What follows belongs to an exercise in optimizing a design on an open flow for small area; a production flow would make more cautious choices. Where RTL was checked, it was by simulation tests only, not by an equivalence proof against the original. Power and IR drop assume default switching activity.

cedar:
## HostInterface
module HostInterface
  (
   input wire ifclk,
   input wire resetb,
   input wire fx2_hics_b,
   input [2:0] fx2_flags,
   output reg fx2_sloe_b,
   output reg fx2_slrd_b,
   output reg fx2_slwr_b,
   output fx2_slcs_b,
   output reg fx2_pktend_b,
   output [1:0] fx2_fifo_addr,
   input [15:0] fx2_fd_in,
   output [15:0] fx2_fd_out,
   output fx2_fd_oe,
   output reg [15:0] di_term_addr,
   output [31:0] di_reg_addr,
   output [31:0] di_len,
   output di_read_mode,
   output reg        di_read_req,
   output reg        di_read,
   input wire        di_read_rdy,
   input      [15:0] di_reg_datao,
   output reg        di_write,
   input wire        di_write_rdy,
   output di_write_mode,
   output [15:0] di_reg_datai,
   input [15:0]      di_transfer_status
   );
   localparam [1:0] RCV_CMD = 2'd0, IDLE = 2'd1, PROCESS_CMD = 2'd2, SEND_ACK = 2'd3;
   reg        empty_b, full_b, cmd_start;
   reg [15:0] fd_in;           
   reg [15:0] fd_out;
   reg [1:0]  state;
   reg        is_rd, is_wr;    
   reg        mode;            
   reg        fa1, fa0;        
   reg [31:0] addr;            
   reg [30:0] len;             
   reg [30:0] rem;             
   reg [3:0]  cnt;             
   reg [15:0] checksum;        
   wire hide = (state == RCV_CMD);
  ...
Size: about 930 cells after synthesis, about 180 flip-flops, roughly 180 I/O pins, about 0.0097 mm² of cells after synthesis.
Settings: LEC_CHECK=0, CAP_MARGIN=20, CORE_MARGIN=2, CORE_UTILIZATION=40, SLEW_MARGIN=20; clock period 10.0 ns.
run.sh (not shown) runs the stock make flow with config.mk's settings and CLKGATE_MAP_FILE= SYNTH_SCRIPT=/design/flow/synth_recipe.tcl, a recipe that flattens the netlist after the stock synthesis.
Modified inputs, indigo compared to cedar
diff --git a/flow/design.v b/flow/design.v
--- a/flow/design.v
+++ b/flow/design.v
@@ -45,53 +45,29 @@
    assign di_len        = hide ? 32'd0 : {1'b0, len};
    assign fx2_slcs_b    = 1'b0;
    assign fx2_fifo_addr = {fa1, fa0};
    assign fx2_fd_out    = fd_out;
    assign fx2_fd_oe     = fx2_sloe_b;
    assign di_reg_datai  = fd_in;
    assign di_read_mode  = mode & is_rd;
    assign di_write_mode = mode & is_wr;
    wire read_ok  = !fx2_slrd_b && empty_b;
-   wire [31:0] addr_inc;
-   wire [32:0] addr_c;
-   wire [30:0] rem_dec;
-   wire [31:0] rem_b;
-   wire [15:0] csum;
-   wire [16:0] csum_c;
-   reg  [15:0] sum_in;
-   assign addr_c[0] = 1'b1;
-   assign rem_b[0]  = 1'b1;
-   assign csum_c[0] = 1'b0;
-   genvar gi;
-   generate
-      for (gi = 0; gi < 32; gi = gi + 1) begin : g_inc
-         assign addr_inc[gi]  = addr[gi] ^ addr_c[gi];
-         assign addr_c[gi+1]  = addr[gi] & addr_c[gi];
-      end
-      for (gi = 0; gi < 31; gi = gi + 1) begin : g_dec
-         assign rem_dec[gi]  = rem[gi] ^ rem_b[gi];
-         assign rem_b[gi+1]  = ~rem[gi] & rem_b[gi];
-      end
-      for (gi = 0; gi < 16; gi = gi + 1) begin : g_add
-         assign csum[gi]     = checksum[gi] ^ sum_in[gi] ^ csum_c[gi];
-         assign csum_c[gi+1] = (checksum[gi] & sum_in[gi]) | (csum_c[gi] & (checksum[gi] ^ sum_in[gi]));
-      end
-   endgenerate
    wire rem_zero = (rem == 31'd0);
    wire rem_one  = (rem == 31'd1);
    reg        n_sloe_b, n_slrd_b, n_slwr_b, n_pktend_b, n_fa1;
    reg [1:0]  n_state;
    reg        n_mode, n_read_req, n_read, n_write;
    reg [15:0] n_fd_out, n_checksum, n_term;
    reg [31:0] n_addr;
    reg [30:0] n_len, n_rem;
    reg [3:0]  n_cnt;
    reg        n_is_rd, n_is_wr;
+   reg [15:0] sum_in;
    always @* begin
       n_sloe_b   = fx2_sloe_b;
       n_slrd_b   = fx2_slrd_b;
       n_slwr_b   = fx2_slwr_b;
       n_pktend_b = fx2_pktend_b;
       n_fa1      = fa1;
       n_state    = state;
       n_mode     = (state == PROCESS_CMD) || (state == SEND_ACK);
       n_read_req = di_read_req;
@@ -185,39 +161,39 @@
               end
            end
            PROCESS_CMD: begin
               if (is_rd) begin
                  n_sloe_b = 1;
                  n_fa1    = 1;
                  n_slwr_b = !di_read;
                  if (di_read) begin
                     n_fd_out   = di_reg_datao;
-                    n_checksum = csum;
+                    n_checksum = checksum + sum_in;
                  end
                  if (!mode) begin
                     n_read_req = 1;
                  end else if (rem_zero) begin
                     n_read     = 0;
                     n_read_req = 0;
                     if (!fx2_slwr_b && full_b) begin
                        if (|len[7:0])
                          n_pktend_b = 0;
                        else
                          n_state = SEND_ACK;
                     end else if (!fx2_pktend_b) begin
                        n_pktend_b = 1;
                        n_state    = SEND_ACK;
                     end
                  end else begin
                     if (full_b && di_read_rdy && !di_read) begin
                        n_read     = 1;
-                       n_rem      = rem_dec;
-                       n_addr     = addr_inc;
+                       n_rem      = rem - 1;
+                       n_addr     = addr + 1;
                        n_read_req = !rem_one;
                     end else begin
                        n_read_req = 0;
                        n_read     = 0;
                     end
                  end
               end else if (is_wr) begin
                  if (!mode) begin
                     n_fa1    = 0;
@@ -236,23 +212,23 @@
                           n_slrd_b   = 0;
                           n_cnt[1:0] = 0;
                        end
                     end else begin
                        n_slrd_b   = 1;
                        n_cnt[1:0] = cnt[1:0] + 1;
                     end
                     if (read_ok) begin
                        n_write    = 1;
-                       n_checksum = csum;
-                       n_rem      = rem_dec;
+                       n_checksum = checksum + sum_in;
+                       n_rem      = rem - 1;
                        n_cnt[2]   = 1;
                        if (cnt[2])
-                         n_addr = addr_inc;
+                         n_addr = addr + 1;
                     end else begin
                        n_write = 0;
                     end
                  end
               end else begin
                  n_state = IDLE;
               end
            end
          endcase
## What came out
Per the final summary, indigo finished and its layout is clean on timing, DRC and antenna. For the sequential cell area share, indigo came in 0.64 points lower than cedar did. The higher height of the die of cedar and indigo is in indigo. indigo vs cedar: share of post-route cells with drive strength above 1 up. Relative to cedar, the switching share of power of indigo is lower by 11 points. cedar → indigo: count of plain and timing-repair buffers decreased by 2 relative to the old numbers; instance area after placement increased by about 1.4% relative to the old numbers.
No functional check of the RTL was part of cedar.

The RTL this note starts from:
==> flow/design.v <==
module HostInterface
  (
   input wire ifclk,
   input wire resetb,
   input wire fx2_hics_b,
   input [2:0] fx2_flags,
   output reg fx2_sloe_b,
   output reg fx2_slrd_b,
   output reg fx2_slwr_b,
   output fx2_slcs_b,
   output reg fx2_pktend_b,
   output [1:0] fx2_fifo_addr,
   input [15:0] fx2_fd_in,
   output [15:0] fx2_fd_out,
   output fx2_fd_oe,
   output reg [15:0] di_term_addr,
   output [31:0] di_reg_addr,
   output [31:0] di_len,
   output di_read_mode,
   output reg        di_read_req,
   output reg        di_read,
   input wire        di_read_rdy,
   input      [15:0] di_reg_datao,
   output reg        di_write,
   input wire        di_write_rdy,
   output di_write_mode,
   output [15:0] di_reg_datai,
   input [15:0]      di_transfer_status
   );
   localparam [1:0] RCV_CMD = 2'd0, IDLE = 2'd1, PROCESS_CMD = 2'd2, SEND_ACK = 2'd3;
   reg        empty_b, full_b, cmd_start;
   reg [15:0] fd_in;           
   reg [15:0] fd_out;
   reg [1:0]  state;
   reg        is_rd, is_wr;    
   reg        mode;            
   reg        fa1, fa0;        
   reg [31:0] addr;            
   reg [30:0] len;             
   reg [30:0] rem;             
   reg [3:0]  cnt;             
   reg [15:0] checksum;        
   wire hide = (state == RCV_CMD);
   assign di_reg_addr   = hide ? 32'd0 : addr;
   assign di_len        = hide ? 32'd0 : {1'b0, len};
   assign fx2_slcs_b    = 1'b0;
   assign fx2_fifo_addr = {fa1, fa0};
   assign fx2_fd_out    = fd_out;
   assign fx2_fd_oe     = fx2_sloe_b;
   assign di_reg_datai  = fd_in;
   assign di_read_mode  = mode & is_rd;
   assign di_write_mode = mode & is_wr;
   wire read_ok  = !fx2_slrd_b && empty_b;
   wire [31:0] addr_inc;
   wire [32:0] addr_c;
   wire [30:0] rem_dec;
   wire [31:0] rem_b;
   wire [15:0] csum;
   wire [16:0] csum_c;
   reg  [15:0] sum_in;
   assign addr_c[0] = 1'b1;
   assign rem_b[0]  = 1'b1;
   assign csum_c[0] = 1'b0;
   genvar gi;
   generate
      for (gi = 0; gi < 32; gi = gi + 1) begin : g_inc
         assign addr_inc[gi]  = addr[gi] ^ addr_c[gi];
         assign addr_c[gi+1]  = addr[gi] & addr_c[gi];
      end
      for (gi = 0; gi < 31; gi = gi + 1) begin : g_dec
         assign rem_dec[gi]  = rem[gi] ^ rem_b[gi];
         assign rem_b[gi+1]  = ~rem[gi] & rem_b[gi];
      end
      for (gi = 0; gi < 16; gi = gi + 1) begin : g_add
         assign csum[gi]     = checksum[gi] ^ sum_in[gi] ^ csum_c[gi];
         assign csum_c[gi+1] = (checksum[gi] & sum_in[gi]) | (csum_c[gi] & (checksum[gi] ^ sum_in[gi]));
      end
   endgenerate
   wire rem_zero = (rem == 31'd0);
   wire rem_one  = (rem == 31'd1);
   reg        n_sloe_b, n_slrd_b, n_slwr_b, n_pktend_b, n_fa1;
   reg [1:0]  n_state;
   reg        n_mode, n_read_req, n_read, n_write;
   reg [15:0] n_fd_out, n_checksum, n_term;
   reg [31:0] n_addr;
   reg [30:0] n_len, n_rem;
   reg [3:0]  n_cnt;
   reg        n_is_rd, n_is_wr;
   always @* begin
      n_sloe_b   = fx2_sloe_b;
      n_slrd_b   = fx2_slrd_b;
      n_slwr_b   = fx2_slwr_b;
      n_pktend_b = fx2_pktend_b;
      n_fa1      = fa1;
      n_state    = state;
      n_mode     = (state == PROCESS_CMD) || (state == SEND_ACK);
      n_read_req = di_read_req;
      n_read     = di_read;
      n_write    = di_write;
      n_fd_out   = fd_out;
      n_checksum = checksum;
      n_term     = di_term_addr;
      n_addr     = addr;
      n_len      = len;
      n_rem      = rem;
      n_cnt      = cnt;
      n_is_rd    = is_rd;
      n_is_wr    = is_wr;
      sum_in     = is_rd ? di_reg_datao : fd_in;
      if (cmd_start) begin
         n_state    = RCV_CMD;
         n_cnt      = 0;
         n_sloe_b   = 0;
         n_slrd_b   = !(empty_b && fx2_slrd_b);
         n_slwr_b   = 1;
         n_pktend_b = 1;
         n_fa1      = 0;
         n_checksum = 0;
         n_mode     = 0;
         n_write    = 0;
         n_read     = 0;
         n_read_req = 0;
         n_fd_out   = 0;
         n_term     = 0;
      end else begin
         case (state)
           IDLE: begin
              n_sloe_b   = 0;
              n_slrd_b   = 1;
              n_slwr_b   = 1;
              n_pktend_b = 1;
              n_fa1      = 0;
              n_cnt      = 0;
              n_checksum = 0;
           end
           RCV_CMD: begin
              n_slrd_b = !(fx2_slrd_b && empty_b);
              if (read_ok) begin
                 case (cnt[2:0])
                   3'd0: begin
                      n_is_rd = (fd_in == 16'hC301);
                      n_is_wr = (fd_in == 16'hC302);
                   end
                   3'd1: n_term = fd_in;
                   3'd2: n_addr[15:0] = fd_in;
                   3'd3: n_addr[31:16] = fd_in;
                   3'd4: begin
                      n_len[14:0] = fd_in[15:1];
                      n_rem[14:0] = fd_in[15:1];
                   end
                   3'd5: begin
                      n_len[30:15] = fd_in;
                      n_rem[30:15] = fd_in;
                   end
                   default: ;
                 endcase
                 n_cnt = cnt + 1;
              end else if (cnt[3]) begin
                 n_state = PROCESS_CMD;
                 n_cnt   = 0;
              end
           end
           SEND_ACK: begin
              n_fa1 = 1;
              if (cnt[2] | cnt[1])
                n_checksum = di_transfer_status;
              if (!fx2_sloe_b) begin
                 n_sloe_b = 1;
              end else if (fx2_slwr_b) begin
                 if (full_b) begin
                    n_slwr_b = 0;
                    n_cnt    = cnt + 1;
                    case (cnt[1:0])
                      2'd0: n_fd_out = 16'hA50F;
                      2'd3: n_fd_out = di_reg_datao;
                      default: n_fd_out = checksum;
                    endcase
                 end
              end else begin
                 n_slwr_b = 1;
                 if (cnt[2]) begin
                    n_state    = IDLE;
                    n_pktend_b = 0;
                 end
              end
           end
           PROCESS_CMD: begin
              if (is_rd) begin
                 n_sloe_b = 1;
                 n_fa1    = 1;
                 n_slwr_b = !di_read;
                 if (di_read) begin
                    n_fd_out   = di_reg_datao;
                    n_checksum = csum;
                 end
                 if (!mode) begin
                    n_read_req = 1;
                 end else if (rem_zero) begin
                    n_read     = 0;
                    n_read_req = 0;
                    if (!fx2_slwr_b && full_b) begin
                       if (|len[7:0])
                         n_pktend_b = 0;
                       else
                         n_state = SEND_ACK;
                    end else if (!fx2_pktend_b) begin
                       n_pktend_b = 1;
                       n_state    = SEND_ACK;
                    end
                 end else begin
                    if (full_b && di_read_rdy && !di_read) begin
                       n_read     = 1;
                       n_rem      = rem_dec;
                       n_addr     = addr_inc;
                       n_read_req = !rem_one;
                    end else begin
                       n_read_req = 0;
                       n_read     = 0;
                    end
                 end
              end else if (is_wr) begin
                 if (!mode) begin
                    n_fa1    = 0;
                    n_sloe_b = 0;
                 end else if (rem_zero) begin
                    n_slrd_b = 1;
                    n_write  = 0;
                    if (di_write_rdy) begin
                       n_cnt   = 0;
                       n_state = SEND_ACK;
                    end
                 end else begin
                    n_fa1 = 0;
                    if (cnt[1]) begin
                       if (empty_b && di_write_rdy) begin
                          n_slrd_b   = 0;
                          n_cnt[1:0] = 0;
                       end
                    end else begin
                       n_slrd_b   = 1;
                       n_cnt[1:0] = cnt[1:0] + 1;
                    end
                    if (read_ok) begin
                       n_write    = 1;
                       n_checksum = csum;
                       n_rem      = rem_dec;
                       n_cnt[2]   = 1;
                       if (cnt[2])
                         n_addr = addr_inc;
                    end else begin
                       n_write = 0;
                    end
                 end
              end else begin
                 n_state = IDLE;
              end
           end
         endcase
      end
   end
   always @(posedge ifclk or negedge resetb) begin
      if (!resetb) begin
         empty_b      <= 0;
         cmd_start    <= 1;
         state        <= RCV_CMD;
         fx2_sloe_b   <= 0;
         fx2_slrd_b   <= 1;
         fx2_slwr_b   <= 1;
         fx2_pktend_b <= 1;
         fa1          <= 1;
         fa0          <= 1;
         mode         <= 0;
         di_read_req  <= 0;
         di_read      <= 0;
         di_write     <= 0;
         di_term_addr <= 0;
      end else begin
         empty_b      <= fx2_flags[0];
         cmd_start    <= fx2_hics_b;
         state        <= n_state;
         fx2_sloe_b   <= n_sloe_b;
         fx2_slrd_b   <= n_slrd_b;
         fx2_slwr_b   <= n_slwr_b;
         fx2_pktend_b <= n_pktend_b;
         fa1          <= n_fa1;
         fa0          <= 0;
         mode         <= n_mode;
         di_read_req  <= n_read_req;
         di_read      <= n_read;
         di_write     <= n_write;
         di_term_addr <= n_term;
      end
   end
   always @(posedge ifclk) begin
      full_b   <= fx2_flags[1];
      if (!n_slrd_b)
        fd_in  <= fx2_fd_in;
      fd_out   <= n_fd_out;
      checksum <= n_checksum;
      addr     <= n_addr;
      len      <= n_len;
      rem      <= n_rem;
      cnt      <= n_cnt;
      is_rd    <= n_is_rd;
      is_wr    <= n_is_wr;
   end
endmodule
export LEC_CHECK = 0
export CAP_MARGIN = 20
export CORE_MARGIN = 2
export CORE_UTILIZATION = 40
export CTS_BUF_LIST = sky130_fd_sc_hd__clkbuf_4 sky130_fd_sc_hd__clkbuf_8
export SLEW_MARGIN = 20
create_clock -name core_clock -period 10.0 [get_ports {ifclk}]
standard.sh (not shown) runs the stock make flow with config.mk's settings and CLKGATE_MAP_FILE= SYNTH_SCRIPT=/design/flow/synth_recipe.tcl, a recipe that flattens the netlist after the stock synthesis.
==> flow/flow/run.sh <==
#!/bin/bash
# Standard synthesis, then the standard layout with: the smallest buffer on
# each port, synthesis buffers removed and every logic cell downsized at
# floorplan (repair_design restores drive where it is needed).
set -euo pipefail
bash standard.sh synth > synth.log 2>&1
export BUFFER_PORTS_ARGS="-buffer_cell sky130_fd_sc_hd__buf_1"
export REMOVE_ABC_BUFFERS=1
export POST_FLOORPLAN_TCL="$PWD/flow/downsize.tcl"
export CTS_ARGS="-sink_clustering_enable -repair_clock_nets -dont_use_dummy_load -buf_list sky130_fd_sc_hd__clkbuf_8 -sink_clustering_size 30 -sink_clustering_max_diameter 120"
bash standard.sh finish > layout.log 2>&1
==> flow/flow/downsize.tcl <==
# Swap every logic cell to the smallest cell of its family (same function and
# pins, lower drive); repair_design later upsizes or buffers where slew or
# capacitance need it.
set db [ord::get_db]
set block [ord::get_db_block]
set smallest [dict create]
foreach lib [$db getLibs] {
  foreach m [$lib getMasters] {
    set n [$m getName]
    if { ![regexp {^(sky130_fd_sc_hd__[a-z0-9]+)_([0-9]+)$} $n -> fam drv] } { continue }
    if { [lsearch -exact $::env(DONT_USE_CELLS) $n] >= 0 } { continue }
    set a [expr {[$m getWidth] * [$m getHeight]}]
    if { ![dict exists $smallest $fam] || $a < [lindex [dict get $smallest $fam] 1] } {
      dict set smallest $fam [list $m $a]
    }
  }
}
set swapped 0
foreach inst [$block getInsts] {
  set m [$inst getMaster]
  set n [$m getName]
  if { ![regexp {^(sky130_fd_sc_hd__[a-z0-9]+)_([0-9]+)$} $n -> fam drv] } { continue }
  if { [regexp {tap|fill|decap|conb|clkbuf|clkinv|dly} $fam] } { continue }
  if { ![dict exists $smallest $fam] } { continue }
  set best [lindex [dict get $smallest $fam] 0]
  if { [$best getName] ne $n } {
    if { [$inst swapMaster $best] } { incr swapped }
  }
}
puts "downsize: swapped $swapped instances"
Rerun with:
--- a/flow/design.v
+++ b/flow/design.v
@@ -56,9 +56,8 @@
    wire [30:0] rem_dec;
    wire [31:0] rem_b;
    wire [15:0] csum;
    wire [16:0] csum_c;
-   reg  [15:0] sum_in;
    assign addr_c[0] = 1'b1;
    assign rem_b[0]  = 1'b1;
    assign csum_c[0] = 1'b0;
    genvar gi;
@@ -71,10 +70,10 @@
          assign rem_dec[gi]  = rem[gi] ^ rem_b[gi];
          assign rem_b[gi+1]  = ~rem[gi] & rem_b[gi];
       end
       for (gi = 0; gi < 16; gi = gi + 1) begin : g_add
-         assign csum[gi]     = checksum[gi] ^ sum_in[gi] ^ csum_c[gi];
-         assign csum_c[gi+1] = (checksum[gi] & sum_in[gi]) | (csum_c[gi] & (checksum[gi] ^ sum_in[gi]));
+         assign csum[gi]     = checksum[gi] ^ fd_out[gi] ^ csum_c[gi];
+         assign csum_c[gi+1] = (checksum[gi] & fd_out[gi]) | (csum_c[gi] & (checksum[gi] ^ fd_out[gi]));
       end
    endgenerate
    wire rem_zero = (rem == 31'd0);
    wire rem_one  = (rem == 31'd1);
@@ -105,9 +104,8 @@
       n_rem      = rem;
       n_cnt      = cnt;
       n_is_rd    = is_rd;
       n_is_wr    = is_wr;
-      sum_in     = is_rd ? di_reg_datao : fd_in;
       if (cmd_start) begin
          n_state    = RCV_CMD;
          n_cnt      = 0;
          n_sloe_b   = 0;
@@ -129,10 +127,8 @@
               n_slrd_b   = 1;
               n_slwr_b   = 1;
               n_pktend_b = 1;
               n_fa1      = 0;
-              n_cnt      = 0;
-              n_checksum = 0;
            end
            RCV_CMD: begin
               n_slrd_b = !(fx2_slrd_b && empty_b);
               if (read_ok) begin
@@ -165,8 +161,9 @@
               if (cnt[2] | cnt[1])
                 n_checksum = di_transfer_status;
               if (!fx2_sloe_b) begin
                  n_sloe_b = 1;
+                 n_fd_out = 0;
               end else if (fx2_slwr_b) begin
                  if (full_b) begin
                     n_slwr_b = 0;
                     n_cnt    = cnt + 1;
@@ -184,16 +181,16 @@
                  end
               end
            end
            PROCESS_CMD: begin
+              if ((is_rd && !fx2_slwr_b) || (is_wr && di_write))
+                n_checksum = csum;
               if (is_rd) begin
                  n_sloe_b = 1;
                  n_fa1    = 1;
                  n_slwr_b = !di_read;
-                 if (di_read) begin
-                    n_fd_out   = di_reg_datao;
-                    n_checksum = csum;
-                 end
+                 if (di_read)
+                   n_fd_out = di_reg_datao;
                  if (!mode) begin
                     n_read_req = 1;
                  end else if (rem_zero) begin
                     n_read     = 0;
@@ -241,9 +238,9 @@
                        n_cnt[1:0] = cnt[1:0] + 1;
                     end
                     if (read_ok) begin
                        n_write    = 1;
-                       n_checksum = csum;
+                       n_fd_out   = fd_in;
                        n_rem      = rem_dec;
                        n_cnt[2]   = 1;
                        if (cnt[2])
                          n_addr = addr_inc;
- combinational power is lower by well over a third
- final cell count falls by a little under a tenth
- power shrinks by a quarter to a third
- routed wire length falls by a few percent
- sequential power drops by roughly a tenth
- first-iteration DRC count shrinks by about a fifth
- setup slack gains 1.5 ns
- critical path depth rises by 10
- cell area falls by a few percent
- global-route usage stays flat
- clock-buffer cell count is unchanged
- clock power shrinks slightly
- register-to-register slack gets better by 0.75 ns
No functional check of the RTL was part of the first run of this note.

static timing again, ports no longer ideal:
The results above use ideal ports. As a check the final layouts listed here were re-extracted and re-timed, cells and wires unchanged.
Step 1 (the two cells are an assumption about what drives the block):
set clk [get_ports {ifclk}]
set_driving_cell -lib_cell sky130_fd_sc_hd__clkbuf_16 $clk
set_driving_cell -lib_cell sky130_fd_sc_hd__buf_2 [delete_from_list [all_inputs] $clk]
Step 2 also shifts input and output timing later by t, the mid clock arrival at the registers, as if the neighbouring blocks saw the same clock.
Three values: ideal, step 1, step 2; two values: the first two.
run	shift t [ns]	setup WS [ns]	worst register clock-pin slew, ns
cedar	0.475	1.473 / 1.494 / 1.019	0.08 / 0.08
indigo	0.482	5.362 / 5.387 / 4.905	0.08 / 0.08
the first run of note 2	0.489	1.974 / 1.960 / 1.471	0.10 / 0.10
the second run of note 2	0.488	3.438 / 3.438 / 3.438	0.11 / 0.11
After both steps setup and hold are still met in every run listed. For the first run of note 2, which loses most, drivers alone change the setup slack by -0.014 ns; drivers and shift together by -0.503 ns.
